From an optimization exercise on the open Yosys and OpenROAD flow, aimed at small area; shortcuts taken in it are not production practice. Function was checked by simulation only, so behaviour that the tests miss may differ from the original. Power is estimated from default activity; no workload was simulated.

--- flow/design.v ---
module ram  
#(
  parameter DATA_WIDTH    = 10,
  parameter  ADDR_WIDTH    = 12,
  parameter         RAM_TYPE      = "block",
  parameter IF_WIDTH  =   34
)
(
  input  wire                         clk,
  input  wire                         reset,
  input  wire                         s_read_req,
  input  wire [ ADDR_WIDTH  -1 : 0 ]  s_read_addr,
  output reg  [ DATA_WIDTH  -1 : 0 ]  s_read_data,
  input  wire                         s_write_req,
  input  wire [ ADDR_WIDTH  -1 : 0 ]  s_write_addr,
  input  wire [ DATA_WIDTH  -1 : 0 ]  s_write_data
);
  (* RAM_STYLE = RAM_TYPE *)
  reg  [ DATA_WIDTH -1 : 0 ] mem [ 0 : (1<<ADDR_WIDTH) - 1 ];
  reg[ADDR_WIDTH-1:0] rd_addr;
  reg[ADDR_WIDTH-1:0] wr_addr;
  reg[DATA_WIDTH-1:0] wr_data;
  reg[ DATA_WIDTH  -1 : 0 ]  read_data_reg;
  reg rd_addr_v;
  reg wr_addr_v;
  reg [4:0]i;
  always @(posedge clk)
  begin: RAM_WRITE
    if (s_write_req)
      mem[s_write_addr] <= s_write_data;
  end
  always @(posedge clk)
  begin: RAM_READ
    if (reset)
      s_read_data <= 0;
    else if (s_read_req)
      s_read_data <= mem[s_read_addr];
    else 
      s_read_data <= s_read_data;
  end
endmodule
module ram_flag  
#(
  parameter DATA_WIDTH    = 1,
  parameter ADDR_WIDTH    = 4,
  parameter RAM_TYPE      = "block",
  parameter READ_FLAG_LENGTH   = 6
)
(
  input  wire                         clk,
  input                               reset,
  input                               ram_mode,
  input                               s_write_req,
  input  wire [ ADDR_WIDTH  -1 : 0 ]  s_write_addr,
  input  wire [ DATA_WIDTH  -1 : 0 ]  s_write_data,
  input  wire                         s_read_req,
  input  wire [ ADDR_WIDTH  -1 : 0 ]  s_read_addr,
  output reg                          s_read_data_p,
  output reg[READ_FLAG_LENGTH -1 : 0] s_read_data_s
);
  (* RAM_STYLE = RAM_TYPE *)
  reg  [ DATA_WIDTH -1 : 0 ] mem [ 0 : (1<<ADDR_WIDTH) - 1 ];
  wire [ ADDR_WIDTH -1 : 0 ] rd_addr_1 = s_read_addr + 1;
  wire [ ADDR_WIDTH -1 : 0 ] rd_addr_2 = s_read_addr + 2;
  wire [ ADDR_WIDTH -1 : 0 ] rd_addr_3 = s_read_addr + 3;
  wire [ ADDR_WIDTH -1 : 0 ] rd_addr_4 = s_read_addr + 4;
  wire [ ADDR_WIDTH -1 : 0 ] rd_addr_5 = s_read_addr + 5;
  always @(posedge clk)
  begin: RAM_WRITE
    if (s_write_req)
      mem[s_write_addr] <= s_write_data;
  end
  always @(posedge clk) begin: RAM_READ
    if (reset) begin
      s_read_data_s <= 0;
      s_read_data_p <= 0;
    end else if (ram_mode == 1 ) begin
        if ( s_read_req)
          s_read_data_p <= mem[s_read_addr];
        else
          s_read_data_p <= 0;
    end else if (ram_mode == 0) begin
      if ( s_read_req ) begin
        s_read_data_s[0] <= mem[s_read_addr    ];
        s_read_data_s[1] <= mem[rd_addr_1];
        s_read_data_s[2] <= mem[rd_addr_2];
        s_read_data_s[3] <= mem[rd_addr_3];
        s_read_data_s[4] <= mem[rd_addr_4];
        s_read_data_s[5] <= mem[rd_addr_5];
      end else begin
        s_read_data_s[0] <= 0;
        s_read_data_s[1] <= 0;
        s_read_data_s[2] <= 0;
        s_read_data_s[3] <= 0;
        s_read_data_s[4] <= 0;
        s_read_data_s[5] <= 0;
      end
    end       
  end
endmodule
module column_parallel #(	parameter DATA_WIDTH	=	8,
				parameter ADDR_WIDTH  =	6
)(
	input  clk,     
	input  reset,   
  input  mode,
  input  wr_req_p,
  input  [ DATA_WIDTH  - 1 : 0 ] wr_data_p,
  input  rd_en,
	input  rd_req_p,	   
  output	[ DATA_WIDTH	- 1 : 0 ]	rd_data_p
);
  reg   [ ADDR_WIDTH	- 1 : 0 ]	rd_addr;
  reg   [ ADDR_WIDTH  - 1 : 0 ] wr_addr_p;
  wire 	[ DATA_WIDTH	- 1 : 0	]	rd_data;
  reg   [ ADDR_WIDTH  - 1 : 0 ] wr_addr;
  reg								flag_d;
  always @(posedge clk) begin : proc_flag_delay  
  	if(reset) begin
  		flag_d <= 0;
  	end else begin
      flag_d <= rd_req_p; 
  	end
  end
  assign rd_data_p = ( mode == 0 || flag_d ) ? rd_data : 0;  
  always @(posedge clk ) begin : proc_rd_addr
  	if(reset) begin
  		rd_addr <= 0;
  	end 
    else begin
      if(rd_req_p && rd_en )
  			rd_addr <= rd_addr + 1; 
      else
        rd_addr <= rd_addr;
  	end
  end
  always @(posedge clk ) begin : proc_wr_addr_p
    if(reset) begin
      wr_addr_p <= 0;
    end else if(wr_req_p) begin
      wr_addr_p <= wr_addr_p + 1;
    end
  end
  ram #(
    .DATA_WIDTH               ( DATA_WIDTH      ),
    .ADDR_WIDTH               ( ADDR_WIDTH      )
  ) ram_bank (
    .clk                      ( clk             ),   
    .reset                    ( reset           ),   
    .s_write_req              ( wr_req_p       ),   
    .s_write_data             ( wr_data_p      ),   
    .s_write_addr             ( wr_addr_p      ),   
    .s_read_req               ( rd_req_p       	  ),   
    .s_read_data              ( rd_data         ),   
    .s_read_addr              ( rd_addr         )    
  );
endmodule
module mem_controller #(
  parameter DATA_WIDTH  =  8,
  parameter READ_FLAG_LENGTH   = 6,
  parameter READ_REQ_ACT_FLAG = 9'b000_000_111,
  parameter READ_REQ_ACT = 9'b000_000_001,
  parameter ADDR_WIDTH = 4,
  parameter PARALLEL_WIDTH = DATA_WIDTH * 9 , 
  parameter SHIFT_WIDTH = DATA_WIDTH*3,
  parameter NUM_BLOCK = ( 16 / 3 + 1 ) * ( 16 / 3 + 1 ), 
  parameter BLOCK_ADDR_WIDTH = (
(NUM_BLOCK) <= (1<<0) ? 0 : (NUM_BLOCK) <= (1<<1) ? 1 :
(NUM_BLOCK) <= (1<<2) ? 2 : (NUM_BLOCK) <= (1<<3) ? 3 :
(NUM_BLOCK) <= (1<<4) ? 4 : (NUM_BLOCK) <= (1<<5) ? 5 :
(NUM_BLOCK) <= (1<<6) ? 6 : (NUM_BLOCK) <= (1<<7) ? 7 :
(NUM_BLOCK) <= (1<<8) ? 8 : (NUM_BLOCK) <= (1<<9) ? 9 :
(NUM_BLOCK) <= (1<<10) ? 10 : (NUM_BLOCK) <= (1<<11) ? 11 :
(NUM_BLOCK) <= (1<<12) ? 12 : (NUM_BLOCK) <= (1<<13) ? 13 :
(NUM_BLOCK) <= (1<<14) ? 14 : (NUM_BLOCK) <= (1<<15) ? 15 :
(NUM_BLOCK) <= (1<<16) ? 16 : (NUM_BLOCK) <= (1<<17) ? 17 :
(NUM_BLOCK) <= (1<<18) ? 18 : (NUM_BLOCK) <= (1<<19) ? 19 :
(NUM_BLOCK) <= (1<<20) ? 20 : (NUM_BLOCK) <= (1<<21) ? 21 :
(NUM_BLOCK) <= (1<<22) ? 22 : (NUM_BLOCK) <= (1<<23) ? 23 :
(NUM_BLOCK) <= (1<<24) ? 24 : (NUM_BLOCK) <= (1<<25) ? 25 :
(NUM_BLOCK) <= (1<<26) ? 26 : (NUM_BLOCK) <= (1<<27) ? 27 :
(NUM_BLOCK) <= (1<<28) ? 28 : (NUM_BLOCK) <= (1<<29) ? 29 :
(NUM_BLOCK) <= (1<<30) ? 30 : (NUM_BLOCK) <= (1<<31) ? 31 : 32) 
)(
	input	wire	                        clk,     
	input	wire	                        reset,   
  input                               wr_req_pflag,   
  input                               wr_data_pflag0,        
  input                               wr_data_pflag1,
  input                               wr_data_pflag2,
  input                               wr_data_pflag3,
  input                               wr_data_pflag4,
  input                               wr_data_pflag5,
  input                               wr_data_pflag6,
  input                               wr_data_pflag7,
  input                               wr_data_pflag8,
  input                               wr_req_p,
  input [ DATA_WIDTH       - 1 : 0 ]  wr_data_p0,        
  input [ DATA_WIDTH       - 1 : 0 ]  wr_data_p1,
  input [ DATA_WIDTH       - 1 : 0 ]  wr_data_p2,
  input [ DATA_WIDTH       - 1 : 0 ]  wr_data_p3,
  input [ DATA_WIDTH       - 1 : 0 ]  wr_data_p4,
  input [ DATA_WIDTH       - 1 : 0 ]  wr_data_p5,
  input [ DATA_WIDTH       - 1 : 0 ]  wr_data_p6,
  input [ DATA_WIDTH       - 1 : 0 ]  wr_data_p7,
  input [ DATA_WIDTH       - 1 : 0 ]  wr_data_p8,
  input                               wr_req_sflag,
  input [ 16        - 1 : 0 ]  wr_data_sflag,
  input                               wr_req_s,
  input [ DATA_WIDTH       - 1 : 0 ]  wr_data_s,
  input                               mode,   
  input                               start,
  output reg                          en,
  output [ PARALLEL_WIDTH   - 1 : 0 ] parallel_out,
  output [ DATA_WIDTH       - 1 : 0 ] serial_out,
  output [ 4 - 1 : 0 ] act_index,
  output [ 2 - 1 : 0 ] wei_index,  
  output [ 4     : 0 ] row_index,
  output [ 4 - 1 : 0 ] row_val_num,  
  output                              zero_flag,   
  input  [ 4 - 1 : 0 ] cnt,
  input                               row_finish_done_0,  
  input                               row_finish_done_1,   
  input                               row_cal_done
);
  reg [ 1 : 0] state;
  reg  signed [ 4   : 0 ] row_index_signed;
  assign  row_index = row_index_signed[3:0];
  reg                           start_on;
  reg                           start_d;
  reg                           start_dd;
  reg                           start_ddd;
  wire[9      - 1 : 0 ] wr_data_pflag;
  wire[ PARALLEL_WIDTH   - 1 : 0 ] parallel_out_wire;
  wire index_finish;
  assign wr_data_pflag = {wr_data_pflag8 ,   
  wr_data_pflag7,
  wr_data_pflag6,
  wr_data_pflag5,
  wr_data_pflag4,
  wr_data_pflag3,
  wr_data_pflag2,
  wr_data_pflag1,
  wr_data_pflag0} ;
  wire [ DATA_WIDTH       - 1 : 0 ] wr_data_p [ 0 : 9     - 1 ];
  assign wr_data_p[0] = wr_data_p0;
  assign wr_data_p[1] = wr_data_p1;
  assign wr_data_p[2] = wr_data_p2;
  assign wr_data_p[3] = wr_data_p3;
  assign wr_data_p[4] = wr_data_p4;
  assign wr_data_p[5] = wr_data_p5;
  assign wr_data_p[6] = wr_data_p6;
  assign wr_data_p[7] = wr_data_p7;
  assign wr_data_p[8] = wr_data_p8;
  parameter PREP = 2'b00;
  parameter COMP = 2'b01;
  parameter WAIT = 2'b11;
  always @(posedge clk) begin : proc_state
    if(reset) begin
      state <= PREP;
    end else begin
      case (state)
        PREP: if ( en )
                state <= WAIT;
        COMP: if (row_cal_done)
                state <= WAIT;
        WAIT: state <= COMP;
        default: state <= PREP;
      endcase
    end
  end
  parameter PARALLEL_READ = 2'b01;
  parameter PARALLEL_WAIT = 2'b11;
  wire read_wei_finish;
  reg  read_wei_finish_d;
  reg  read_wei_finish_dd;
  reg [1 : 0 ] state_parallel;
  wire parallel_row_read_finish;
  reg parallel_row_read_finish_d;
  always @(posedge clk ) begin : proc_parallel_row_read_finish_d
    if(reset) begin
      parallel_row_read_finish_d <= 0;
    end else begin
      parallel_row_read_finish_d <= parallel_row_read_finish;
    end
  end
  wire row_index_count_3;
  always @(posedge clk ) begin
    if (reset) begin
      state_parallel <= PARALLEL_WAIT;
    end
    else  begin
      case ( state_parallel )
      PARALLEL_WAIT: if( mode == 1 ) begin
                        if( start || en || row_index_count_3 )  
                          state_parallel <= PARALLEL_READ;
                      end else if( read_wei_finish ) 
                          state_parallel <= PARALLEL_READ;
      PARALLEL_READ: if ( parallel_row_read_finish )
                        state_parallel <= PARALLEL_WAIT;
      default: state_parallel <= PARALLEL_WAIT;
      endcase     
    end
  end
  reg flag_state_parallel;
  reg flag_state_parallel_d;
  always @(posedge clk ) begin
    if (reset) begin
      flag_state_parallel <= 0;
      flag_state_parallel_d <= 0;
    end
    else begin
      flag_state_parallel <= state_parallel == PARALLEL_READ;
      flag_state_parallel_d <= flag_state_parallel;      
    end
  end
  parameter SERIAL_READ = 2'b01;
  parameter SERIAL_WAIT = 2'b11;
  reg [1 : 0 ] state_serial;
  reg flag_wei_read;
  always @(posedge clk ) begin
    if (reset) begin
      state_serial <= SERIAL_WAIT;
      flag_wei_read <= 0;
    end
    else  begin
      case ( state_serial )
      SERIAL_WAIT: if( mode == 1 ) begin
                        if( parallel_row_read_finish && !flag_wei_read) begin  
                          state_serial <= SERIAL_READ;
                          flag_wei_read <= 1;
                        end
                    end else if( start )  
                          state_serial <= SERIAL_READ;
      SERIAL_READ: if ( mode == 1 ) 
                        state_serial <= SERIAL_WAIT;
                   else if ( read_wei_finish_d ) 
                        state_serial <= SERIAL_WAIT;
      default: state_serial <= SERIAL_WAIT;
      endcase     
    end
  end
  wire [ 4 - 1 : 0 ] position_1_act;
  wire [ 4 - 1 : 0 ] valid_act_index;
  reg [ 4 - 1 : 0 ] valid_act_index_d;
  reg [ 4 - 1 : 0 ] valid_act_index_dd;
    reg                           s_read_req;
  reg row_cal_done_d;
  wire [ 5 : 0] valid_num_0;
  reg  [ 5 : 0] valid_num_0_d;
  reg  [ 5 : 0] valid_num_0_dd;
  always @(posedge clk ) begin : proc_start_on
       if(reset) begin
         start_on <= 0;
         start_d  <= 0;
         start_dd <= 0;
         start_ddd <= 0;
         read_wei_finish_d <= 0;
         read_wei_finish_dd <= 0;
         valid_act_index_d <= 0;
         valid_act_index_dd <= 0;
         valid_num_0_d <= 0;
         valid_num_0_dd <= 0;
         row_cal_done_d <= 0;
       end else begin
         if(start) begin
           start_on <= 1;
         end
       start_d <= start;  
       start_dd   <= start_d;
       start_ddd <= start_dd;
       read_wei_finish_d <= read_wei_finish;
       read_wei_finish_dd <= read_wei_finish_d;
       valid_act_index_d <= valid_act_index;
       valid_act_index_dd <= valid_act_index_d;
       valid_num_0_d <= valid_num_0;
       valid_num_0_dd <= valid_num_0_d;
       row_cal_done_d <= row_cal_done;
     end
  end
wire [ 16    - 1 : 0 ] flag_serial;
reg signed  [ 16           : 0 ] flag_serial_reg;
  reg   [ ADDR_WIDTH  - 1 : 0 ] rd_addr_s;
wire [ 4 - 1 : 0]rd_addr_serial;
reg  [ 2 * 9    - 1 : 0 ] wei_index_array_full;
reg flag_en;
reg  [ 3:0] m;
  always @(posedge clk ) begin : proc_en
    if(reset) begin
      en <= 0;
      flag_en <= 0;
    end else if ( !flag_en && ( ( (mode == 1 ) && (flag_serial_reg == 0 ) && ( wei_index_array_full != 0) ) || ( mode == 0 && m == 6 ) )  )begin  
      en <= 1;
      flag_en <= 1;
    end else 
      en <= 0;
  end
  reg [ 2       - 1 : 0 ]     wei_index_d;
  wire [ 4  - 1 : 0 ] act_index_0;
  always @(posedge clk ) begin : proc_delay
    if(reset) begin
      wei_index_d <= 0;
    end else begin
      wei_index_d <= wei_index;
    end
  end
  reg [ 4 - 1 : 0 ]   act_index_base;
  assign act_index = ( mode == 1) ? act_index_base + wei_index_d : valid_act_index_d; 
  assign zero_flag = row_val_num == 15;   
  reg [ 2    - 1 : 0 ] row_index_count;
  wire row_index_count_1;
  wire row_index_count_2;
 always @ (posedge clk ) begin
  if(reset) begin
    row_index_count <= 0;  
  end 
  else if ( row_cal_done ) begin
    if(row_index_count < 3)
      row_index_count <= row_index_count + 1;
    else 
      row_index_count <= 1;
  end
 end
  assign row_index_count_1 = state == 3 && row_index_count == 1;
  assign row_index_count_2 = state == 3 && row_index_count == 2;
  assign row_index_count_3 = state == 3 && row_index_count == 3;  
  always @(posedge clk ) begin
  if(reset) begin
    if (mode == 1)
       row_index_signed <= 2;
    else 
      row_index_signed <= -1;
  end else if( ( mode == 1) && row_index_count_3) begin
    row_index_signed <= row_index_signed + 3;
  end else if( (mode == 0) && ( en || row_cal_done == 1 )) 
    row_index_signed <= row_index_signed + 1;
 end
 reg flag_stream_act_1;
always @(posedge clk ) begin
  if (reset) begin
    flag_stream_act_1 <= 0;
  end else if ( mode == 1)  begin
     if ( start || row_index_count_2 ) begin 
        flag_stream_act_1 <= 1;    
     end else if ( row_index_count_2 )
        flag_stream_act_1 <= 0;
  end
end
  reg    [ BLOCK_ADDR_WIDTH  - 1 : 0 ]  wr_addr_pflag;
  wire                                  read_req_pflag;
  wire   [ 9     - 1 : 0 ]   rd_act_flag_p ;
  wire   [ 9     - 1 : 0 ]  rd_req_act_flag;
  wire   [ READ_FLAG_LENGTH  - 1 : 0 ]  rd_act_flag_s   [ 0 : 9     - 1 ];
  reg    [ BLOCK_ADDR_WIDTH  - 1 : 0 ]  rd_addr_pflag;
  reg                                   flag_reused;
  always @(posedge clk) begin
    if (reset) begin
      flag_reused <= 0;
    end else if ( row_cal_done ) begin
      flag_reused <= 1;     
    end else if (row_index_count_3 )
      flag_reused <= 0;  
  end
  always @(posedge clk ) begin : proc_rd_addr_pflag
    if(reset) begin
      rd_addr_pflag <= 0;
    end else if(state_parallel == PARALLEL_READ) begin
      if( mode == 1 ) 
        rd_addr_pflag <= rd_addr_pflag + 1;
      else if( row_index_count_2 ) 
        rd_addr_pflag <= rd_addr_pflag + 6;
    end
  end
  assign parallel_row_read_finish = (mode==1)? ( rd_addr_pflag + 1 ) % 6 == 0 : state_parallel == PARALLEL_READ; 
  always @(posedge clk ) begin : proc_wr_addr_pflag
    if(reset) begin
      wr_addr_pflag <= 0;
    end else if(wr_req_pflag) begin
      wr_addr_pflag <= wr_addr_pflag + 1;
    end
  end
  wire [ 1: 0]block_index;  
  assign block_index = row_index_signed % 3;
  reg  [ 1 : 0 ] shift_pflag;
  always @(posedge clk ) begin : proc_shift_pflag
    if(reset) begin
      shift_pflag <= 0;
    end else if( en || row_cal_done ) begin  
      shift_pflag <= ( row_index_signed + 2 ) % 3;  
    end
  end
  assign rd_req_act_flag = ( mode == 1 ) ? ( state_parallel == PARALLEL_READ ? 9'b111111111 : 9'd0 ) : READ_REQ_ACT_FLAG <<< 3*shift_pflag;
  reg  [ 575 : 0 ] pfmem;
  integer pfw_e;
  always @(posedge clk) begin : proc_pfmem
    for (pfw_e = 0; pfw_e < 64; pfw_e = pfw_e + 1)
      if (wr_req_pflag && wr_addr_pflag == pfw_e)
        pfmem[ 9*pfw_e +: 9 ] <= wr_data_pflag;
  end
  wire [ 2 : 0 ] pf_h1 = rd_addr_pflag[5:3] + 3'd1;
  wire [ 7 : 0 ] pf_s0 = 8'd1 << rd_addr_pflag[5:3];
  wire [ 7 : 0 ] pf_s1 = 8'd1 << pf_h1;
  wire [ 71 : 0 ] pf_r0, pf_r1;
  genvar gv_pb, gv_pe;
  generate
    for (gv_pb = 0; gv_pb < 72; gv_pb = gv_pb + 1) begin : pf_blk
      wire [ 7 : 0 ] d;
      for (gv_pe = 0; gv_pe < 8; gv_pe = gv_pe + 1) begin : pf_d
        assign d[gv_pe] = pfmem[ 72*gv_pe + gv_pb ];
      end
      sel_or #( .N(8) ) u0 ( .d(d), .s(pf_s0), .y(pf_r0[gv_pb]) );
      sel_or #( .N(8) ) u1 ( .d(d), .s(pf_s1), .y(pf_r1[gv_pb]) );
    end
  endgenerate
  wire [ 7 : 0 ] pf_sl = 8'd1 << rd_addr_pflag[2:0];
  wire [ 8 : 0 ] pf_entry;
  genvar gv_pc;
  generate
    for (gv_pc = 0; gv_pc < 9; gv_pc = gv_pc + 1) begin : pf_ent
      wire [ 7 : 0 ] d;
      for (gv_pe = 0; gv_pe < 8; gv_pe = gv_pe + 1) begin : pf_d
        assign d[gv_pe] = pf_r0[ 9*gv_pe + gv_pc ];
      end
      sel_or #( .N(8) ) u ( .d(d), .s(pf_sl), .y(pf_entry[gv_pc]) );
    end
  endgenerate
  reg  [ 8 : 0 ] rd_act_flag_p_r;
  always @(posedge clk) begin : proc_rd_act_flag_p
    if (reset)
      rd_act_flag_p_r <= 0;
    else if (mode == 1 && state_parallel == PARALLEL_READ)
      rd_act_flag_p_r <= pf_entry;
    else
      rd_act_flag_p_r <= 0;
  end
  assign rd_act_flag_p = rd_act_flag_p_r;
  wire [ 2 : 0 ] pf_gs = { shift_pflag == 2, shift_pflag == 1, shift_pflag == 0 };
  wire [ 47 : 0 ] pf_gn;  
  genvar gv_pk;
  generate
    for (gv_pk = 0; gv_pk < 3; gv_pk = gv_pk + 1) begin : pf_grp
      for (gv_pe = 0; gv_pe < 8; gv_pe = gv_pe + 1) begin : pf_e
        sel_aoi3 u0 ( .d({ pf_r0[9*gv_pe + 6 + gv_pk], pf_r0[9*gv_pe + 3 + gv_pk], pf_r0[9*gv_pe + gv_pk] }), .s(pf_gs), .y(pf_gn[16*gv_pk + gv_pe]) );
        sel_aoi3 u1 ( .d({ pf_r1[9*gv_pe + 6 + gv_pk], pf_r1[9*gv_pe + 3 + gv_pk], pf_r1[9*gv_pe + gv_pk] }), .s(pf_gs), .y(pf_gn[16*gv_pk + 8 + gv_pe]) );
      end
    end
  endgenerate
  wire [ 3 : 0 ] pf_ws = 4'd1 << rd_addr_pflag[2:1];
  wire [ 17 : 0 ] pf_wn;  
  genvar gv_pi;
  generate
    for (gv_pk = 0; gv_pk < 3; gv_pk = gv_pk + 1) begin : pf_wk
      for (gv_pi = 0; gv_pi < 6; gv_pi = gv_pi + 1) begin : pf_wi
        sel_or #( .N(4) ) u ( .d({ pf_gn[16*gv_pk + gv_pi + 6], pf_gn[16*gv_pk + gv_pi + 4], pf_gn[16*gv_pk + gv_pi + 2], pf_gn[16*gv_pk + gv_pi] }), .s(pf_ws), .y(pf_wn[6*gv_pk + gv_pi]) );
      end
    end
  endgenerate
  reg  [ 17 : 0 ] pf_win;
  always @(posedge clk) begin : proc_pf_win
    if (reset || mode == 1 || shift_pflag == 3)
      pf_win <= 0;
    else
      pf_win <= ~pf_wn;
  end
  wire [ READ_FLAG_LENGTH  - 1 : 0 ] rd_act_flag_s0;
  wire [ READ_FLAG_LENGTH  - 1 : 0 ] rd_act_flag_s1;
  wire [ READ_FLAG_LENGTH  - 1 : 0 ] rd_act_flag_s2;
  wire [ READ_FLAG_LENGTH * 3 - 1 : 0 ] row_act_flag;
  reg  [ READ_FLAG_LENGTH * 3 - 1 : 0 ] row_act_flag_reg;
  reg  [ 1 : 0 ] shift_pflag_d;
  always @(posedge clk ) begin : proc_shift_pflag_d
    if(reset) begin
      shift_pflag_d <= 0;
    end else begin
      shift_pflag_d <= shift_pflag;
    end
  end
  assign rd_act_flag_s0 = pf_win[5:0];
  assign rd_act_flag_s1 = pf_win[11:6];
  assign rd_act_flag_s2 = pf_win[17:12];
  assign row_act_flag = { rd_act_flag_s2[5], rd_act_flag_s1[5], rd_act_flag_s0[5],
                          rd_act_flag_s2[4], rd_act_flag_s1[4], rd_act_flag_s0[4],
                          rd_act_flag_s2[3], rd_act_flag_s1[3], rd_act_flag_s0[3],
                          rd_act_flag_s2[2], rd_act_flag_s1[2], rd_act_flag_s0[2],
                          rd_act_flag_s2[1], rd_act_flag_s1[1], rd_act_flag_s0[1],
                          rd_act_flag_s2[0], rd_act_flag_s1[0], rd_act_flag_s0[0]};
  assign valid_num_0 =  rd_act_flag_s0[0]+ rd_act_flag_s1[0]+ rd_act_flag_s2[0]+
                        rd_act_flag_s0[1]+ rd_act_flag_s1[1]+ rd_act_flag_s2[1]+
                        rd_act_flag_s0[2]+ rd_act_flag_s1[2]+ rd_act_flag_s2[2]+
                        rd_act_flag_s0[3]+ rd_act_flag_s1[3]+ rd_act_flag_s2[3]+
                        rd_act_flag_s0[4]+ rd_act_flag_s1[4]+ rd_act_flag_s2[4]+
                        rd_act_flag_s0[5]+ rd_act_flag_s1[5]+ rd_act_flag_s2[5];
  assign position_1_act = (
((~row_act_flag_reg + 1 ) & row_act_flag_reg) <= (1<<0) ? 0 : ((~row_act_flag_reg + 1 ) & row_act_flag_reg) <= (1<<1) ? 1 :
((~row_act_flag_reg + 1 ) & row_act_flag_reg) <= (1<<2) ? 2 : ((~row_act_flag_reg + 1 ) & row_act_flag_reg) <= (1<<3) ? 3 :
((~row_act_flag_reg + 1 ) & row_act_flag_reg) <= (1<<4) ? 4 : ((~row_act_flag_reg + 1 ) & row_act_flag_reg) <= (1<<5) ? 5 :
((~row_act_flag_reg + 1 ) & row_act_flag_reg) <= (1<<6) ? 6 : ((~row_act_flag_reg + 1 ) & row_act_flag_reg) <= (1<<7) ? 7 :
((~row_act_flag_reg + 1 ) & row_act_flag_reg) <= (1<<8) ? 8 : ((~row_act_flag_reg + 1 ) & row_act_flag_reg) <= (1<<9) ? 9 :
((~row_act_flag_reg + 1 ) & row_act_flag_reg) <= (1<<10) ? 10 : ((~row_act_flag_reg + 1 ) & row_act_flag_reg) <= (1<<11) ? 11 :
((~row_act_flag_reg + 1 ) & row_act_flag_reg) <= (1<<12) ? 12 : ((~row_act_flag_reg + 1 ) & row_act_flag_reg) <= (1<<13) ? 13 :
((~row_act_flag_reg + 1 ) & row_act_flag_reg) <= (1<<14) ? 14 : ((~row_act_flag_reg + 1 ) & row_act_flag_reg) <= (1<<15) ? 15 :
((~row_act_flag_reg + 1 ) & row_act_flag_reg) <= (1<<16) ? 16 : ((~row_act_flag_reg + 1 ) & row_act_flag_reg) <= (1<<17) ? 17 :
((~row_act_flag_reg + 1 ) & row_act_flag_reg) <= (1<<18) ? 18 : ((~row_act_flag_reg + 1 ) & row_act_flag_reg) <= (1<<19) ? 19 :
((~row_act_flag_reg + 1 ) & row_act_flag_reg) <= (1<<20) ? 20 : ((~row_act_flag_reg + 1 ) & row_act_flag_reg) <= (1<<21) ? 21 :
((~row_act_flag_reg + 1 ) & row_act_flag_reg) <= (1<<22) ? 22 : ((~row_act_flag_reg + 1 ) & row_act_flag_reg) <= (1<<23) ? 23 :
((~row_act_flag_reg + 1 ) & row_act_flag_reg) <= (1<<24) ? 24 : ((~row_act_flag_reg + 1 ) & row_act_flag_reg) <= (1<<25) ? 25 :
((~row_act_flag_reg + 1 ) & row_act_flag_reg) <= (1<<26) ? 26 : ((~row_act_flag_reg + 1 ) & row_act_flag_reg) <= (1<<27) ? 27 :
((~row_act_flag_reg + 1 ) & row_act_flag_reg) <= (1<<28) ? 28 : ((~row_act_flag_reg + 1 ) & row_act_flag_reg) <= (1<<29) ? 29 :
((~row_act_flag_reg + 1 ) & row_act_flag_reg) <= (1<<30) ? 30 : ((~row_act_flag_reg + 1 ) & row_act_flag_reg) <= (1<<31) ? 31 : 32); 
  reg [ 4  - 1 : 0 ] valid_act_index_reg;
  always @(posedge clk) begin : proc_valid_act_index_reg
    if(reset) begin
      valid_act_index_reg <= 0;
    end else if( row_act_flag_reg != 0 ) begin
      valid_act_index_reg <= valid_act_index + 1;
    end
  end
  assign valid_act_index = position_1_act + valid_act_index_reg;
  always @(posedge clk ) begin : proc_row_act_flag_reg
    if(reset) begin
      row_act_flag_reg <= 0;
    end else if ( en || row_cal_done )  begin  
      row_act_flag_reg <= row_act_flag;
    end else
      row_act_flag_reg <= row_act_flag_reg >> ( position_1_act + 1);
  end
  wire  [ DATA_WIDTH  - 1 : 0 ] rd_data_p [ 0 : 9 -1 ];
  wire [ 9     - 1 : 0 ] rd_req_act;
  assign rd_req_act = ( mode == 1 )? rd_act_flag_p : READ_REQ_ACT <<< ( 3*block_index + valid_act_index % 3 ); 
  reg  [ 5 : 0 ] wr_addr_p;
  always @(posedge clk) begin : proc_wr_addr_p_col
    if (reset)
      wr_addr_p <= 0;
    else if (wr_req_p)
      wr_addr_p <= wr_addr_p + 1;
  end
  wire [ 63 : 0 ] col_wsel = {64{wr_req_p}} & ( 64'd1 << wr_addr_p );
  wire col_rd_en = ( mode == 1 || row_act_flag_reg != 0 );
  genvar gv_i, gv_e, gv_b;
  generate
    for (gv_i = 0; gv_i < 9 ; gv_i = gv_i + 1)
    begin : parallel_data
      reg  [ 511 : 0 ] m;
      reg  [ 5 : 0 ] ra;
      reg  [ 7 : 0 ] q;
      integer we;
      always @(posedge clk) begin : proc_m
        for (we = 0; we < 64; we = we + 1)
          if (col_wsel[we])
            m[ 8*we +: 8 ] <= wr_data_p[gv_i];
      end
      wire rq = rd_req_act[gv_i];
      wire [ 7 : 0 ] hi = {8{rq}} & ( 8'd1 << ra[5:3] );
      wire [ 7 : 0 ] lo = 8'd1 << ra[2:0];
      wire [ 63 : 0 ] sel;
      for (gv_e = 0; gv_e < 64; gv_e = gv_e + 1) begin : g_sel
        assign sel[gv_e] = hi[gv_e/8] & lo[gv_e%8];
      end
      wire [ 7 : 0 ] r;
      for (gv_b = 0; gv_b < 8; gv_b = gv_b + 1) begin : g_bit
        wire [ 63 : 0 ] d;
        for (gv_e = 0; gv_e < 64; gv_e = gv_e + 1) begin : g_d
          assign d[gv_e] = m[ 8*gv_e + gv_b ];
        end
        sel_or #( .N(64) ) u ( .d(d), .s(sel), .y(r[gv_b]) );
      end
      always @(posedge clk) begin : proc_rd
        if (reset)
          ra <= 0;
        else if (rq && col_rd_en)
          ra <= ra + 1;
        if (reset)
          q <= 0;
        else if (rq || mode == 1)
          q <= r;
      end
      assign rd_data_p[gv_i] = q;
    end
  endgenerate
  wire [ DATA_WIDTH -1 : 0 ] serial_in;
  reg   [ 4  - 1 : 0 ] column_parallel_index;
  always @(posedge clk) begin : proc_column_parallel_index
    if(reset) begin
      column_parallel_index <= 0;
    end else begin
      column_parallel_index <= 3*block_index + valid_act_index % 3;
    end
  end
  assign serial_in = ( mode == 1 || column_parallel_index > 8 ) ? 8'b0 : rd_data_p [ column_parallel_index ];
  reg  [ DATA_WIDTH * 3        - 1 : 0 ]     serial_array;
  reg  [ DATA_WIDTH * 9 - 1 : 0 ] serial_array_full;
  wire [ PARALLEL_WIDTH   - 1 : 0 ] parallel_in;
  assign parallel_in = (mode == 1) ? {  rd_data_p [ 2 ], rd_data_p [ 5 ], rd_data_p [ 8 ],
                                        rd_data_p [ 1 ], rd_data_p [ 4 ], rd_data_p [ 7 ],
                                        rd_data_p [ 0 ], rd_data_p [ 3 ], rd_data_p [ 6 ] } : serial_array_full;   
  reg [ PARALLEL_WIDTH * 6  - 1 : 0 ] parallel_array_reg;
  always @(posedge clk ) begin
    if( ( mode == 1 ) && (flag_state_parallel_d == 1 ) )
      parallel_array_reg <= {parallel_in, parallel_array_reg [ PARALLEL_WIDTH * 6 - 1 : PARALLEL_WIDTH ]};
  end
 always @(posedge clk) begin : proc_act_index_reg 
   if(reset) begin
    act_index_base  <= 0;
   end else if ( mode  == 1 )begin
      if( row_cal_done )
        act_index_base <= 0;
      else if( row_finish_done_0 ) 
          if ( act_index_base >= 12 ) 
            act_index_base <= 0;
          else
            act_index_base <= act_index_base + 3;
   end else begin
        act_index_base <= 0000000000000;
   end
 end
 reg [ 407 : 0 ] parallel_array;
 reg             parallel_loaded;
 always @(posedge clk ) begin : proc_parallel_array
   if ( (mode == 1 ) && ( en || row_index_count_3) )
     parallel_array <= parallel_array_reg[ 407 : 0 ];
 end
 always @(posedge clk ) begin : proc_parallel_loaded
   if(reset)
     parallel_loaded <= 0;
   else if ( (mode == 1 ) && ( en || row_index_count_3) )
     parallel_loaded <= 1;
 end
  wire [ 4 : 0 ] par_off = act_index_base + wei_index_d;
  wire [ 14 : 0 ] par_sel = {15{parallel_loaded & mode}} & ( 15'd1 << par_off );
  function integer par_map ( input integer k );
    case (k)
      0: par_map = 6; 1: par_map = 3; 2: par_map = 0;
      3: par_map = 7; 4: par_map = 4; 5: par_map = 1;
      6: par_map = 8; 7: par_map = 5; default: par_map = 2;
    endcase
  endfunction
  genvar gv_w, gv_x;
  generate
    for (gv_w = 0; gv_w < 72; gv_w = gv_w + 1) begin : par_w
      wire [ 15 : 0 ] d;
      for (gv_x = 0; gv_x < 15; gv_x = gv_x + 1) begin : par_d
        assign d[gv_x] = parallel_array[ 24*gv_x + 8*par_map(gv_w/8) + gv_w%8 ];
      end
      assign d[15] = serial_array_full[gv_w];
      sel_or #( .N(16) ) u ( .d(d), .s({ ~mode, par_sel }), .y(parallel_out[gv_w]) );
    end
  endgenerate
wire [ 2 * 3    - 1 : 0 ] valid_row;
  reg [ 4       - 1 : 0 ] rd_addr_sflag;
  reg [4 -1 : 0 ]rd_addr_d;
  reg [4 -1 : 0 ]wr_addr;
  wire [16 - 1 : 0 ]flag_array;
  reg                        start_on_d;  
  wire [ 2 - 1 : 0 ] valid_row0;
  wire [ 2 - 1 : 0 ] valid_row1;
  wire [ 2 - 1 : 0 ] valid_row2;
  reg rd_req_wei;
  always @(posedge clk ) begin : proc_rd_req_wei
    if(reset) begin
      rd_req_wei <= 0;
    end else if ( mode == 1 ) begin
      rd_req_wei <= parallel_row_read_finish && !flag_wei_read;  
    end else if ( mode == 0 ) begin
      rd_req_wei <= start;
    end
  end
  always @(posedge clk) begin : proc_rd_addr
     if(reset) begin
       rd_addr_sflag <= 0;
    end else if( rd_req_wei && mode == 1 ) begin 
      rd_addr_sflag <= rd_addr_sflag + 1; 
    end else if( mode == 0 && state_serial == SERIAL_READ )
      rd_addr_sflag <= rd_addr_sflag + 1; 
  end
  assign read_wei_finish = rd_addr_sflag == 9 || row_cal_done;  
  wire [ 4     - 1 : 0 ] valid_index; 
  reg  [ 4     - 1 : 0 ] valid_wei_index_d;
  assign valid_index = (
(( ~flag_serial_reg + 1 ) & flag_serial_reg) <= (1<<0) ? 0 : (( ~flag_serial_reg + 1 ) & flag_serial_reg) <= (1<<1) ? 1 :
(( ~flag_serial_reg + 1 ) & flag_serial_reg) <= (1<<2) ? 2 : (( ~flag_serial_reg + 1 ) & flag_serial_reg) <= (1<<3) ? 3 :
(( ~flag_serial_reg + 1 ) & flag_serial_reg) <= (1<<4) ? 4 : (( ~flag_serial_reg + 1 ) & flag_serial_reg) <= (1<<5) ? 5 :
(( ~flag_serial_reg + 1 ) & flag_serial_reg) <= (1<<6) ? 6 : (( ~flag_serial_reg + 1 ) & flag_serial_reg) <= (1<<7) ? 7 :
(( ~flag_serial_reg + 1 ) & flag_serial_reg) <= (1<<8) ? 8 : (( ~flag_serial_reg + 1 ) & flag_serial_reg) <= (1<<9) ? 9 :
(( ~flag_serial_reg + 1 ) & flag_serial_reg) <= (1<<10) ? 10 : (( ~flag_serial_reg + 1 ) & flag_serial_reg) <= (1<<11) ? 11 :
(( ~flag_serial_reg + 1 ) & flag_serial_reg) <= (1<<12) ? 12 : (( ~flag_serial_reg + 1 ) & flag_serial_reg) <= (1<<13) ? 13 :
(( ~flag_serial_reg + 1 ) & flag_serial_reg) <= (1<<14) ? 14 : (( ~flag_serial_reg + 1 ) & flag_serial_reg) <= (1<<15) ? 15 :
(( ~flag_serial_reg + 1 ) & flag_serial_reg) <= (1<<16) ? 16 : (( ~flag_serial_reg + 1 ) & flag_serial_reg) <= (1<<17) ? 17 :
(( ~flag_serial_reg + 1 ) & flag_serial_reg) <= (1<<18) ? 18 : (( ~flag_serial_reg + 1 ) & flag_serial_reg) <= (1<<19) ? 19 :
(( ~flag_serial_reg + 1 ) & flag_serial_reg) <= (1<<20) ? 20 : (( ~flag_serial_reg + 1 ) & flag_serial_reg) <= (1<<21) ? 21 :
(( ~flag_serial_reg + 1 ) & flag_serial_reg) <= (1<<22) ? 22 : (( ~flag_serial_reg + 1 ) & flag_serial_reg) <= (1<<23) ? 23 :
(( ~flag_serial_reg + 1 ) & flag_serial_reg) <= (1<<24) ? 24 : (( ~flag_serial_reg + 1 ) & flag_serial_reg) <= (1<<25) ? 25 :
(( ~flag_serial_reg + 1 ) & flag_serial_reg) <= (1<<26) ? 26 : (( ~flag_serial_reg + 1 ) & flag_serial_reg) <= (1<<27) ? 27 :
(( ~flag_serial_reg + 1 ) & flag_serial_reg) <= (1<<28) ? 28 : (( ~flag_serial_reg + 1 ) & flag_serial_reg) <= (1<<29) ? 29 :
(( ~flag_serial_reg + 1 ) & flag_serial_reg) <= (1<<30) ? 30 : (( ~flag_serial_reg + 1 ) & flag_serial_reg) <= (1<<31) ? 31 : 32); 
  wire [ 2   - 1 : 0 ] valid_wei_index;
   wire [ 2   - 1 : 0 ] valid_wei_index_back;
  always @(posedge clk ) begin : proc_valid_index_reg_d
    if(reset) begin
      valid_wei_index_d <= 0;
    end else if ( flag_serial_reg != 0) begin
      valid_wei_index_d <= valid_wei_index + 1;
    end
  end
  assign valid_wei_index = ( valid_index + valid_wei_index_d ) % 3; 
  assign valid_wei_index_back = 2 - valid_wei_index;
  reg flag_refresh_flag_serial;
  always @(posedge clk ) begin : proc_flag_refresh_flag_serial
    if(reset) begin
      flag_refresh_flag_serial <= 0;
    end else begin
      flag_refresh_flag_serial <= state_serial == SERIAL_READ;
    end
  end
  reg  [ 3:0] n;
  always @(posedge clk ) begin : proc_flag_serial_reg
    if(reset) begin
      flag_serial_reg <= 0;
    end else if ( flag_refresh_flag_serial )begin  
      flag_serial_reg <= flag_serial; 
    end else 
      flag_serial_reg <= flag_serial_reg >> ( valid_index + 1 ) ; 
  end
  assign index_finish = flag_serial_reg == 0;  
  always @(posedge clk ) begin : proc_wei_index_array_full
    if(reset) begin
      wei_index_array_full <= 0;
      n <= 0;
    end else if( mode == 1 && flag_serial_reg != 0 ) begin  
       wei_index_array_full <= {wei_index_array_full[ 2 * ( 9 - 1)  - 1 : 0 ], valid_wei_index_back }; 
         n <= n + 1;
    end
  end
  assign flag_array = flag_serial;
  assign valid_row0 = ( flag_array[8] + flag_array[7] + flag_array[6] );
  assign valid_row1 = ( flag_array[5] + flag_array[4] + flag_array[3] );
  assign valid_row2 = ( flag_array[2] + flag_array[1] + flag_array[0] );
  assign valid_row  = (mode == 1) ? {valid_row2, valid_row1, valid_row0} : valid_num_0; 
  always @(posedge clk ) begin
    if(reset) begin
      wr_addr <= 0;
    end else if(wr_req_sflag) begin
      wr_addr <= wr_addr + 1;
    end
  end
  reg  [ 255 : 0 ] sfmem;
  reg  [ 15 : 0 ] flag_serial_r;
  integer sfw_e;
  always @(posedge clk) begin : proc_sfmem
    for (sfw_e = 0; sfw_e < 16; sfw_e = sfw_e + 1)
      if (wr_req_sflag && wr_addr == sfw_e)
        sfmem[ 16*sfw_e +: 16 ] <= wr_data_sflag;
  end
  wire [ 15 : 0 ] sf_sel = 16'd1 << rd_addr_sflag;
  wire [ 15 : 0 ] sf_rd;
  genvar gv_sb, gv_se;
  generate
    for (gv_sb = 0; gv_sb < 16; gv_sb = gv_sb + 1) begin : sf_b
      wire [ 15 : 0 ] d;
      for (gv_se = 0; gv_se < 16; gv_se = gv_se + 1) begin : sf_d
        assign d[gv_se] = sfmem[ 16*gv_se + gv_sb ];
      end
      sel_or #( .N(16) ) u ( .d(d), .s(sf_sel), .y(sf_rd[gv_sb]) );
    end
  endgenerate
  always @(posedge clk) begin : proc_flag_serial
    if (reset)
      flag_serial_r <= 0;
    else if (rd_req_wei)
      flag_serial_r <= sf_rd;
  end
  assign flag_serial = flag_serial_r;
  wire [ DATA_WIDTH - 1 : 0 ] rd_data_wei;
  wire [ DATA_WIDTH - 1 : 0 ] s_read_data;
  wire rd_req_s;
  assign rd_req_s = flag_serial_reg != 0;
  reg   [ ADDR_WIDTH  - 1 : 0 ] wr_addr_s;
  reg  [ ADDR_WIDTH   - 1 : 0 ] k;
  reg                           s_read_req_d;
  reg                           flag_stream_wei;
  reg                           flag_stream_wei_d;
  always @(posedge clk ) begin : proc_s_read_req
    if(reset) begin
      s_read_req <= 0;
      s_read_req_d <= 0;
    end else if(mode == 1 && flag_serial_reg != 0) begin
        s_read_req <= 1;
    end else if( mode == 0 && flag_serial[k] == 1 ) begin
        s_read_req <= 1;
    end else begin
        s_read_req <= 0;
    end
    s_read_req_d <= s_read_req;
  end
  always @(posedge clk) begin : proc_rd_addr_s
    if(reset) begin
      rd_addr_s <= 0;
    end else if( s_read_req ) begin
      rd_addr_s <= rd_addr_s + 1;
    end
  end
  always @(posedge clk ) begin : proc_k
    if(reset) begin
      k <= 0;
    end else if ( mode == 0 && flag_serial != 0 ) begin
      if( k < 9 - 1 )
        k <= k + 1;
    end
  end
  always @(posedge clk ) begin : proc_flag_stream_wei
    if(reset) begin
      flag_stream_wei <= 0;
      flag_stream_wei_d <= 0;
    end else if ( mode == 0 && flag_serial != 0 )begin
      flag_stream_wei <= 1;
    end
    flag_stream_wei_d <= flag_stream_wei;
  end
  always @(posedge clk ) begin : proc_wr_addr_p
    if(reset) begin
      wr_addr_s <= 0;
    end else if(wr_req_s) begin
      wr_addr_s <= wr_addr_s + 1;
    end
  end
  reg  [ 127 : 0 ] wmem;
  reg  [ 7 : 0 ] s_read_data_r;
  integer ww_e;
  always @(posedge clk) begin : proc_wmem
    for (ww_e = 0; ww_e < 16; ww_e = ww_e + 1)
      if (wr_req_s && wr_addr_s == ww_e)
        wmem[ 8*ww_e +: 8 ] <= wr_data_s;
  end
  wire [ 15 : 0 ] w_sel = 16'd1 << rd_addr_s;
  wire [ 7 : 0 ] w_rd;
  genvar gv_wb, gv_we;
  generate
    for (gv_wb = 0; gv_wb < 8; gv_wb = gv_wb + 1) begin : w_b
      wire [ 15 : 0 ] d;
      for (gv_we = 0; gv_we < 16; gv_we = gv_we + 1) begin : w_d
        assign d[gv_we] = wmem[ 8*gv_we + gv_wb ];
      end
      sel_or #( .N(16) ) u ( .d(d), .s(w_sel), .y(w_rd[gv_wb]) );
    end
  endgenerate
  always @(posedge clk) begin : proc_s_read_data
    if (reset)
      s_read_data_r <= 0;
    else if (s_read_req)
      s_read_data_r <= w_rd;
  end
  assign s_read_data = s_read_data_r;
   assign rd_data_wei = (mode ==1 )? s_read_data : s_read_req_d ? s_read_data : 0; 
   reg  [ 5       - 1 : 0 ]     row_val_num_a;
   reg  [ 3 : 0 ] j;  
   reg  [ 4       - 1 : 0 ]     count_array;
   reg  [ 5 : 0 ]     wei_index_array;  
   reg                                        flag_serial_d;
   reg finish_wei_d, finish_wei_dd;
   reg [ DATA_WIDTH            - 1 : 0 ] column_out_serial_d;
   reg  [ 3 : 0 ] i;  
  wire [ 35 : 0 ] wei_index_array_full_pad = { 18'b0, wei_index_array_full };
  wire [ 143 : 0 ] serial_array_full_pad = { 72'b0, serial_array_full };
  wire finish_wei;
  always @(posedge clk ) begin : proc_serial_array
    if(reset) begin
      serial_array_full <= 0;
      m <= 0;
    end else if(mode == 1) begin 
        if(s_read_req_d) begin
            if ( m < 9 )
              serial_array_full [ DATA_WIDTH*m +: DATA_WIDTH ] <= rd_data_wei;
            m <= m + 1;
      end       
    end else if ( mode == 0) begin
      if ( flag_stream_wei_d && ( m < 9 ) )  begin
            serial_array_full [ DATA_WIDTH*m +: DATA_WIDTH ] <= rd_data_wei;
            m <= m + 1;
      end
    end
    flag_serial_d <= flag_serial;
    finish_wei_d <= finish_wei;
    finish_wei_dd <= finish_wei_d;
  end
  reg [ DATA_WIDTH - 1: 0 ] serial_out_reg;
  wire [ 15 : 0 ] cpi_sel = {16{~mode}} & ( 16'd1 << column_parallel_index );
  genvar gv_so, gv_sc;
  generate
    for (gv_so = 0; gv_so < 8; gv_so = gv_so + 1) begin : so_b
      wire [ 9 : 0 ] d;
      for (gv_sc = 0; gv_sc < 9; gv_sc = gv_sc + 1) begin : so_d
        assign d[gv_sc] = rd_data_p[gv_sc][gv_so];
      end
      assign d[9] = serial_out_reg[gv_so];
      sel_or #( .N(10) ) u ( .d(d), .s({ mode, cpi_sel[8:0] }), .y(serial_out[gv_so]) );
    end
  endgenerate
  always @(posedge clk) begin : proc_serial_out
    if(reset) begin
      serial_out_reg   <= 0;
    end else if(mode ==1 ) begin
        begin
          serial_out_reg <= ( i < 3 ) ? serial_array[ DATA_WIDTH* i +:DATA_WIDTH ] : 0;  
        end
    end else if ( mode == 0 ) begin
    end
  end
  wire [ 15 : 0 ] ca_sel = 16'd1 << count_array;
  wire [ 23 : 0 ] serial_array_sl;
  wire [ 5 : 0 ] wei_index_array_sl;
  genvar gv_sa, gv_sk;
  generate
    for (gv_sa = 0; gv_sa < 24; gv_sa = gv_sa + 1) begin : sa_b
      wire [ (71 - gv_sa)/8 : 0 ] d;
      for (gv_sk = 0; gv_sk <= (71 - gv_sa)/8; gv_sk = gv_sk + 1) begin : sa_d
        assign d[gv_sk] = serial_array_full[ 8*gv_sk + gv_sa ];
      end
      sel_or #( .N((71 - gv_sa)/8 + 1) ) u ( .d(d), .s(ca_sel[ (71 - gv_sa)/8 : 0 ]), .y(serial_array_sl[gv_sa]) );
    end
    for (gv_sa = 0; gv_sa < 6; gv_sa = gv_sa + 1) begin : wa_b
      wire [ (17 - gv_sa)/2 : 0 ] d;
      for (gv_sk = 0; gv_sk <= (17 - gv_sa)/2; gv_sk = gv_sk + 1) begin : wa_d
        assign d[gv_sk] = wei_index_array_full[ 2*gv_sk + gv_sa ];
      end
      sel_or #( .N((17 - gv_sa)/2 + 1) ) u ( .d(d), .s(ca_sel[ (17 - gv_sa)/2 : 0 ]), .y(wei_index_array_sl[gv_sa]) );
    end
  endgenerate
  always @(posedge clk) begin : proc_wei_index_array  
    if(reset) begin
      j <= 0;
      row_val_num_a<= 0;
      wei_index_array<= 0;
      serial_array <= 0;
    end else if ( mode == 1 && (en || row_cal_done)  ) begin 
      row_val_num_a <= ( j <= 4 ) ? valid_row[ j  +: 2 ] : 2'b00;  
      wei_index_array <= wei_index_array_sl;
      serial_array <= serial_array_sl;
      if( en || ( {2'b00, j} < {row_val_num_a, 1'b0} ) )
        j <= j + 2;
      else
        j <= 0;
    end else if ( mode == 0 && state == WAIT) begin  
      row_val_num_a <= valid_row;
    end
  end
  always @(posedge clk ) begin : proc_count_array   
    if(reset) begin
      count_array <= 0;
    end else if( mode ==1 && ( state == WAIT)) begin
        count_array <= ( count_array + row_val_num_a <= ( valid_row[1:0] + valid_row[3:2] )) ? ( count_array + row_val_num_a ) : 0;
    end
  end
  always @(posedge clk ) begin : proc_i  
      if(en || reset) begin
        i <= 0;
      end else if (row_cal_done) begin 
        i <= 0 ;
      end else if( i < row_val_num  ) begin
        i <= i + 1;
      end else
        i <= 0;
    end
  assign row_val_num = row_val_num_a - 1;
  reg [ 4     - 1 : 0 ] valid_index_d;
  reg [ 4     - 1 : 0 ] valid_index_dd;  
  always @(posedge clk ) begin : proc_valid_index_d
    if(reset) begin
      valid_index_d <= 0;
    end else begin
      valid_index_d <= valid_index;
      valid_index_dd <= valid_index_d;  
    end
  end
  assign wei_index = (mode == 1)? ( i < 3 ? wei_index_array[2*i +: 2] : 2'b00 ) : valid_index_dd;  
endmodule
module sel_aoi3 ( input [ 2 : 0 ] d, input [ 2 : 0 ] s, output y );
  assign y = ~|( d & s );
endmodule
module sel_or #( parameter N = 3 ) ( input [ N - 1 : 0 ] d, input [ N - 1 : 0 ] s, output y );
  localparam N3 = N / 3;
  localparam NR = N - 3*N3;
  wire [ N3 + NR - 1 : 0 ] t;
  genvar g;
  generate
    for (g = 0; g < N3; g = g + 1) begin : g3
      sel_aoi3 u ( .d(d[3*g +: 3]), .s(s[3*g +: 3]), .y(t[g]) );
    end
    for (g = 0; g < NR; g = g + 1) begin : g1
      assign t[N3 + g] = ~( d[3*N3 + g] & s[3*N3 + g] );
    end
  endgenerate
  assign y = ~&t;
endmodule
--- flow/flow/run.sh ---
#!/bin/bash
# The standard layout (the standard.sh, unchanged synthesis, floorplan,
# placement and routing), except that clock tree synthesis inserts no dummy
# loads. CTS_ARGS replaces the CTS options built from CTS_BUF_LIST,
# CTS_CLUSTER_SIZE and CTS_CLUSTER_DIAMETER, so it repeats them.
set -euo pipefail
CTS="-sink_clustering_enable -repair_clock_nets"
CTS="$CTS -sink_clustering_size ${CLUSTER_SIZE:-18} -sink_clustering_max_diameter ${CLUSTER_DIAMETER:-40}"
CTS="$CTS -buf_list sky130_fd_sc_hd__clkbuf_8 -dont_use_dummy_load"
bash standard.sh "CTS_ARGS=$CTS" finish > standard.log 2>&1
--- flow/standard.sh ---
#!/bin/bash
# synth_recipe.tcl (not shown) runs the flow's synth.tcl, then flattens the netlist and writes it again
# the make line also repeats each setting of config.mk as NAME=value (left out here)
make -C /OpenROAD-flow-scripts/flow DESIGN_CONFIG=/design/flow/config.mk WORK_HOME=/design/flow/orfs CLKGATE_MAP_FILE= SYNTH_SCRIPT=/design/flow/synth_recipe.tcl "${@:-finish}"
--- flow/config.mk ---
export PLATFORM = sky130hd
export DESIGN_NAME = mem_controller
export DESIGN_NICKNAME = mem_controller
export VERILOG_FILES = /design/flow/design.v
export SDC_FILE = /design/flow/constraint.sdc
export NUM_CORES = 4
export LEC_CHECK = 0
export CAP_MARGIN = 10
export CORE_MARGIN = 2
export CORE_UTILIZATION = 55
export CTS_BUF_LIST = sky130_fd_sc_hd__clkbuf_8
export CTS_CLUSTER_DIAMETER = 40
export CTS_CLUSTER_SIZE = 18
export PLACE_DENSITY = 0.65
export SLEW_MARGIN = 10
export SYNTH_HIERARCHICAL = 1
--- flow/constraint.sdc ---
create_clock -name core_clock -period 10.0 [get_ports {clk}]
set_input_delay 2.0000 -clock core_clock [delete_from_list [all_inputs] [get_ports {clk}]]
set_output_delay 2.0000 -clock core_clock [all_outputs]
set_load 0.01 [all_outputs]
==> impl_metrics.csv, run 1 <==
group,metric,value,unit
status,status,"complete, no violations",
floorplanning,coreArea,458900,um2
cells_and_area,layout-drive-gt1-share,11.31,%
logic_synthesis,synth_mux_area_share,1.519,%
logic_synthesis,synth-adder-area-share,0.9920,%
power,seqPwrFrac,52.5,%
power,power.switching,19.39,mW
drt,avgRoutedWirePerCell,33.94,um
power,ir_drop,1.664,mV
logic_synthesis,netlist_top_cells_area,"edfxtp_1 76%, a222oi_1 9.4%, dfxtp_1 3.5%",
placed_design,portBuffers,210,
clocking,clk_latency,1.29,ns
placed_design,place_congestion,0.9320,
power,leakage,86.08,nW
clocking,clkTransAtPathRegs,0.10,ns
timing,fmax,103.5,MHz
logic_synthesis,ys_types,100,
drt,vias,152600,
logic_synthesis,synth_top_area_share,76.14,%
global_routing,grt_antenna_before_repair,42,
power,swShare,31.22,%
worst_setup_path,path_max_fanout,10,
clocking,h-tree-depth,6,
cells_and_area,largest_reg_flops,4608,
worst_setup_path,end_kind,"flip-flop",
power,p_clk_share,23.8,%
clocking,cts.sinks,6857,
clocking,cts_root_buffer,"clkbuf_8",
cells_and_area,nFillCells,32780,
cells_and_area,multi_input_area,51720,um2
logic_synthesis,seq_area_frac_synth,79.64,%
floorplanning,num_io_pins,217,
worst_setup_path,crit_arrival,10.87,ns
logic_synthesis,synthCells,13900,
placed_design,place_ws,-0.2183,ns
logic_synthesis,synth_top_area_cell,"edfxtp_1",
drt,drtIter0Drc,33560,
flow_run,maxCapViolations,0,
floorplanning,core.rowCount,249,
logic_synthesis,netlist_area,253000,um2
cells_and_area,mostFrequentLayoutCell,"edfxtp_1",
power,p_int,42.72,mW
clocking,cts_tree,"built",
global_routing,grt_pass1_vias,147200,
power,p_comb_share,23.7,%
logic_synthesis,synth_flop_cell,"edfxtp_1",
floorplanning,initial_core_util,55.13,%
clocking,cts.path.max_buffers,4,
clocking,cts_hold_buf,0,
drt,via_per_inst,7.189,
worst_setup_path,critPathSlowestCell,"a2111oi_1",
logic_synthesis,syn_area_per_cell,18.21,um2
timing,hold_viol,0,
global_routing,grt_first_pass_wirelength,1013000,um
logic_synthesis,yosysWarnings,7,
timing,fin_ws,0.3423,ns
cells_and_area,regArea,201500,um2
drt,ant_nets,0,
logic_synthesis,async_flop_share,0,%
cells_and_area,area_growth,9.273,%
floorplanning,die_h,682.2,um
global_routing,grt_max_degree,187,
logic_synthesis,synth-simple-area-share,5.759,%
drt,firstDrtPassIters,17,
placed_design,place_inst,20480,
logic_synthesis,syn_nets,14200,
worst_hold_path,hold_path_class,"flip-flop to flip-flop",
timing,skew,0.1186,ns
clocking,numCtsBuffers,698,
drt,drc,0,
timing,post-route-period-util,96.58,%
timing,setup_viol,0,
power,power_density,224.6,nW/um2
logic_synthesis,synth-edff-count,6415,
floorplanning,die_width,682.2,um
drt,drt_wl_total,720300,um
global_routing,grt-ovfl-total,0,
cells_and_area,layout.cells.non_filler,21220,
timing,tightest_slew,1.334,ns
timing,drv_slew,0,
global_routing,grt_usage,29.94,%
placed_design,hpwlAfterDp,461400,um
timing,slew_headroom,10.36,%
logic_synthesis,synth_top_family_by_area,"compound AO/OA/AOI/OAI gates",
floorplanning,dieArea,465500,um2
worst_setup_path,crit_required,11.21,ns
worst_setup_path,slowest_delay,0.59,ns
logic_synthesis,synthXorXnorAreaFrac,0.2458,%
logic_synthesis,ys_seq_elements,6857,
cells_and_area,nets,15350,
cells_and_area,final_cell_mix,"6415 x edfxtp_1, 2374 x a222oi_1, 867 x nor2_1",
timing,rsz0062_at_grt,"true",
timing,fin_crit,9.658,ns
logic_synthesis,synth_compound_area_share,11.28,%
worst_setup_path,criticalPathCategory,"flip-flop to flip-flop",
worst_setup_path,cp-start-kind,"flip-flop",
==> area by class of cell <==
class	instances	area share, %
Antenna cell	27	0.02444
Clock buffer	698	3.475
Inverter	144	0.1964
Multi-Input combinational cell	6681	18.71
Sequential cell	6857	72.88
Tap cell	6149	2.783
Timing Repair Buffer	664	1.938
==> through the flow <==
step	hold slack (ns)	area (um2)	total power [mW]	TNS (ns)	util [%]
final	0.3861	276500	62.11	0	60.24
after global routing	0.3803	276400	64.12	-4.554	60.23
after CTS	0.3788	275400	61.46	-0.008673	60.01
after detailed placement	0.4045	265800	46.96	-1.034	57.91
after global placement	0.4012	265800	46.75	-5.918	57.91
after floorplan	0.3290	253000	41.02	0	-
==> Yosys stat by module (local to each module, per instance), excerpt <==
module / area, um2 / cells / flip-flops and latches / copies in the design
sel_aoi3: 10.01 / 1 / 0 / 2374
mem_controller: 222000 / 10270 / 6857 / 1
==> path summary, 6_finish.rpt <==
check | startpoint | slack, ns | cells past startpoint | end
hold / removal | parallel_array_reg[71]$_DFFE_PP_ | 0.39 | 0 | parallel_array[71]$_DFFE_PP_
setup reg to reg | row_act_flag_reg[4]$_SDFF_PP0_ | 0.34 | 38 | parallel_data[7].q[3]$_SDFFE_PP0P_
hold reg to reg | parallel_array_reg[71]$_DFFE_PP_ | 0.39 | 0 | parallel_array[71]$_DFFE_PP_
setup / recovery | row_act_flag_reg[4]$_SDFF_PP0_ | 0.34 | 38 | parallel_data[7].q[3]$_SDFFE_PP0P_
==> what timing repair did <==
item,CTS,global route
endpoints found under the hold margin,0,0
gates resized for setup,0,218
pin swaps,1,8
buffers inserted,3,8
endpoints found under the setup margin,9,72
==> power groups by stage <==
stage	clock (mW)	combinational, mW	sequential (mW)
5_1_grt	16.0	15.5	32.6
3_5_place_dp	0	13.8	33.2
2_1_floorplan	0	8.34	32.7
4_1_cts	15.0	13.9	32.6
3_3_place_gp	0	13.6	33.2
6_report	14.8	14.7	32.6
==> critical path, delay by kind of cell, from the launching register on <==
family / cells / cell delay, ns
compound gates: 4 / 1.45
xor+xnor: 2 / 0.45
fa+ha+maj: 6 / 1.72
buf+inv: 8 / 1.25
flops: 1 / 0.36
mux: 2 / 0.39
simple gates: 16 / 3.97
==> logic make-up after synthesis <==
group,count (synthesis)
other,1
AND/OR/NAND/NOR,3042
multiplexers,362
adder cells (fa/ha/maj),187
flip-flops,6857
AO/OA/AOI/OAI,3018
XOR/XNOR,71
buffers and inverters,359
==> cell usage after synthesis, drive strengths merged (10+ instances only) <==
master and instances:
edfxtp 6415, a222oi 2374, nor2 1090, nand2 563
dfxtp 442, nand4 435, nand3 323, mux2i 259
clkbuf 171, ha 163, inv 141, a22oi 136
and3 120, nor3 116, a21oi 114, nor4 103
a211oi 99, mux2 95, o21ai 85, and2 77
nor2b 74, nand2b 50, buf 44, xnor2 42
a22o 37, xor2 29, nand3b 26, fa 23
or3 23, a21bo 20, a31oi 18, a21o 17
o31ai 13, nor3b 11, or4 10
==> metal layers <==
| metal | global-route usage [%] | vias up | share of wire (%) |
|---|---|---|---|
| li1 | - | 63190 | - |
| met1 | 41.62 | 76830 | 38 |
| met2 | 46.68 | 10970 | 46 |
| met3 | 6.232 | 1543 | 12 |
| met4 | 12.02 | 30 | 4.4 |
| met5 | 0.2603 | - | 0.047 |
==> run 2, diff against run 1 <==
--- a/flow/design.v
+++ b/flow/design.v
@@ -652,3 +652,3 @@
       wire rq = rd_req_act[gv_i];
-      wire [ 7 : 0 ] hi = {8{rq}} & ( 8'd1 << ra[5:3] );
+      wire [ 7 : 0 ] hi = 8'd1 << ra[5:3];
       wire [ 7 : 0 ] lo = 8'd1 << ra[2:0];
@@ -673,4 +673,6 @@
           q <= 0;
-        else if (rq || mode == 1)
+        else if (rq)
           q <= r;
+        else if (mode == 1)
+          q <= 0;
       end
--- a/flow/config.mk
+++ b/flow/config.mk
@@ -9,3 +9,3 @@
 export CORE_MARGIN = 2
-export CORE_UTILIZATION = 55
+export CORE_UTILIZATION = 50
 export CTS_BUF_LIST = sky130_fd_sc_hd__clkbuf_8
==> run 2 against run 1 <==
Effect of this change: the layout now fails its checks (capacitance limit, slew limit); global-route usage fell by 3.4 points; sequential share of layout area rose by 0.47 points; area after synthesis fell by 0.23%; largest power group unchanged; register-to-register slack improved by 0.63 ns; sequential power barely moved; clock skew rose by 0.070 ns; combinational power fell by 46%; worst setup slack improved by 0.63 ns.
==> impl_metrics.csv, run 2 <==
group,metric,value,unit
cells_and_area,mostFrequentLayoutCell,"edfxtp_1",
timing,hold_viol,0,
worst_setup_path,cp-start-kind,"flip-flop",
worst_setup_path,crit_required,11.19,ns
worst_setup_path,r2r_setup_slack,0.97,ns
cells_and_area,nFillCells,38910,
worst_setup_path,criticalPathCategory,"flip-flop to flip-flop",
cells_and_area,nets,15220,
timing,fmax,110.8,MHz
worst_setup_path,slowest_delay,0.74,ns
floorplanning,initial_core_util,50.26,%
placed_design,place_congestion,0.8993,
clocking,cts_tree,"built",
logic_synthesis,synth_top_area_share,76.31,%
drt,drtIter0Drc,30510,
global_routing,grt_max_degree,171,
logic_synthesis,syn_area_per_cell,18.12,um2
floorplanning,core.rowCount,260,
clocking,clk_latency,1.39,ns
placed_design,post_dp_cell_area,264400,um2
clocking,h-tree-depth,6,
global_routing,grt_pass1_vias,142000,
power,ir_drop,0.7238,mV
power,swShare,26.63,%
logic_synthesis,synthTopCellsByCount,"6415 x edfxtp_1, 2375 x a222oi_1, 1115 x nor2_1",
logic_synthesis,synth-edff-count,6415,
floorplanning,die_h,714.5,um
timing,post-route-period-util,90.28,%
timing,slew_headroom,-0.04723,%
worst_setup_path,crit_arrival,10.21,ns
drt,avgRoutedWirePerCell,32.59,um
logic_synthesis,synthCells,13930,
logic_synthesis,netlist_area,252400,um2
clocking,cts.sinks,6857,
worst_hold_path,hold_path_class,"flip-flop to flip-flop",
logic_synthesis,netlist_top_cells_area,"edfxtp_1 76%, a222oi_1 9.4%, dfxtp_1 3.5%",
timing,finalSetupTns,0,ns
timing,drv_slew,1,
cells_and_area,layout-drive-gt1-share,9.212,%
floorplanning,dieArea,510600,um2
power,seqPwrFrac,58.2,%
logic_synthesis,synth_most_common_cell,"edfxtp_1",
logic_synthesis,seq_area_frac_synth,79.81,%
timing,skew,0.1882,ns
status,status,"complete, but fails checks",
clocking,cts.path.max_buffers,4,
global_routing,grt_first_pass_wirelength,992600,um
logic_synthesis,synth_top_area_cell,"edfxtp_1",
placed_design,portBuffers,210,
timing,setup_viol,0,
logic_synthesis,syn_nets,14240,
global_routing,grt_antenna_before_repair,50,
timing,fin_crit,9.028,ns
drt,via_per_inst,6.918,
power,p_int,40.87,mW
drt,vias,149500,
cells_and_area,largest_reg_flops,4608,
worst_setup_path,critPathSlowestCell,"fa_1",
worst_setup_path,end_kind,"flip-flop",
timing,tightest_slew,1.487,ns
floorplanning,num_io_pins,217,
worst_setup_path,path_max_fanout,18,
power,p_comb_share,14.3,%
power,power,55.70,mW
drt,drt_wl_total,704500,um
logic_synthesis,synth_flop_cell,"edfxtp_1",
status,failed_checks,"capacitance limit, slew limit",
drt,drc,0,
power,p_clk_share,27.5,%
power,power_density,202.8,nW/um2
cells_and_area,final_cell_mix,"6415 x edfxtp_1, 2375 x a222oi_1, 1020 x nor2_1",
logic_synthesis,ys_types,88,
flow_run,maxCapViolations,1,
global_routing,grt_usage,26.56,%
power,power.switching,14.83,mW
power,leakage,84.87,nW
placed_design,hpwlAfterDp,444100,um
floorplanning,coreArea,502300,um2
drt,firstDrtPassIters,17,
clocking,numCtsBuffers,737,
timing,hold_slack,0.3606,ns
clocking,post-cts-setup-buffers,0,
clocking,cts_root_buffer,"clkbuf_8",
clocking,clkTransAtPathRegs,0.09,ns
logic_synthesis,async_flop_share,0,%
logic_synthesis,ys_seq_elements,6857,
floorplanning,die_width,714.5,um
global_routing,grt-ovfl-total,0,
drt,ant_nets,0,
cells_and_area,final_area,274700,um2
timing,rsz0062_at_grt,"false",
cells_and_area,area_growth,8.821,%
logic_synthesis,yosysWarnings,7,
run 2: cells by family (layout without fill, tap and decap cells):
family	count (synthesis)	count (layout)	synth area share, %
flops	6857	6857	79.81
simple gates	3059	3059	5.713
compound gates	3058	3058	11.30
buf+inv	379	1363	0.5749
mux	320	320	1.347
fa+ha+maj	187	187	0.9943
xor+xnor	71	71	0.2577
other cells	1	20	0.001486
run 2: cell type report:
class	count	area, um2	share of cell area [%]
sequential	6857	201500	73.34
tap	6681	8359	3.043
multi-input combinational	6696	50310	18.31
clock buffer	737	10140	3.692
antenna	19	47.55	0.01731
timing repair buffer	473	3780	1.376
inverter	153	581.8	0.2118
run 2: per-module statistics from Yosys (local to each module, per instance), a selection:
module / area [um2] / flip-flops and latches
mem_controller: 221400 / 6857
sel_aoi3: 10.01 / 0
run 2: timing repair:
item / 4_1_cts / 5_1_grt
endpoints found under the hold margin: 0 / 0
setup endpoints to repair: 0 / 1
hold buffers: 0 / 0
resized for setup: 0 / 2
run 2: power groups by stage:
| stage | Clock [mW] | Combinational, mW | Sequential, mW |
|---|---|---|---|
| after detailed placement | 0 | 7.78 | 33.0 |
| after floorplan | 0 | 5.24 | 32.7 |
| after global routing | 16.6 | 8.60 | 32.5 |
| after CTS | 15.5 | 7.82 | 32.4 |
| final | 15.3 | 7.98 | 32.4 |
| after global placement | 0 | 7.71 | 33.0 |
run 2: layer usage:
| layer | track usage, % | part of all wire, % | vias to the layer above |
|---|---|---|---|
| met1 | 37.74 | 39 | 75730 |
| met4 | 9.763 | 4.1 | 48 |
| met3 | 5.832 | 12 | 1347 |
| li1 | - | - | 62830 |
| met2 | 40.65 | 45 | 9590 |
| met5 | 0 | 0.043 | - |
run 2: worst paths after layout:
check | from | cells after the start | endpoint
setup reg to reg | row_act_flag_reg[1]$_SDFF_PP0_ | 30 | parallel_data[8].ra[5]$_SDFFE_PP0P_
setup / recovery | row_act_flag_reg[1]$_SDFF_PP0_ | 30 | parallel_data[8].ra[5]$_SDFFE_PP0P_
hold / removal | parallel_array_reg[426]$_DFFE_PP_ | 0 | parallel_array_reg[354]$_DFFE_PP_
hold reg to reg | parallel_array_reg[426]$_DFFE_PP_ | 0 | parallel_array_reg[354]$_DFFE_PP_
run 2: critical path, delay by kind of cell, from the launching register on:
family | cells | cell delay, ns
xor+xnor | 2 | 0.75
flops | 1 | 0.34
fa+ha+maj | 7 | 2.59
simple gates | 7 | 2.33
mux | 1 | 0.23
compound gates | 7 | 1.86
buf+inv | 6 | 0.88
run 2: metrics by stage:
stage	worst slack (ns)	util [%]	instances
global route	0.3009	54.68	21600
detailed placement	0.9629	52.64	20860
CTS	0.8973	54.66	21590
floorplan	0.1736	-	13930
finish	0.9718	54.69	21620
global placement	1.010	52.64	20860
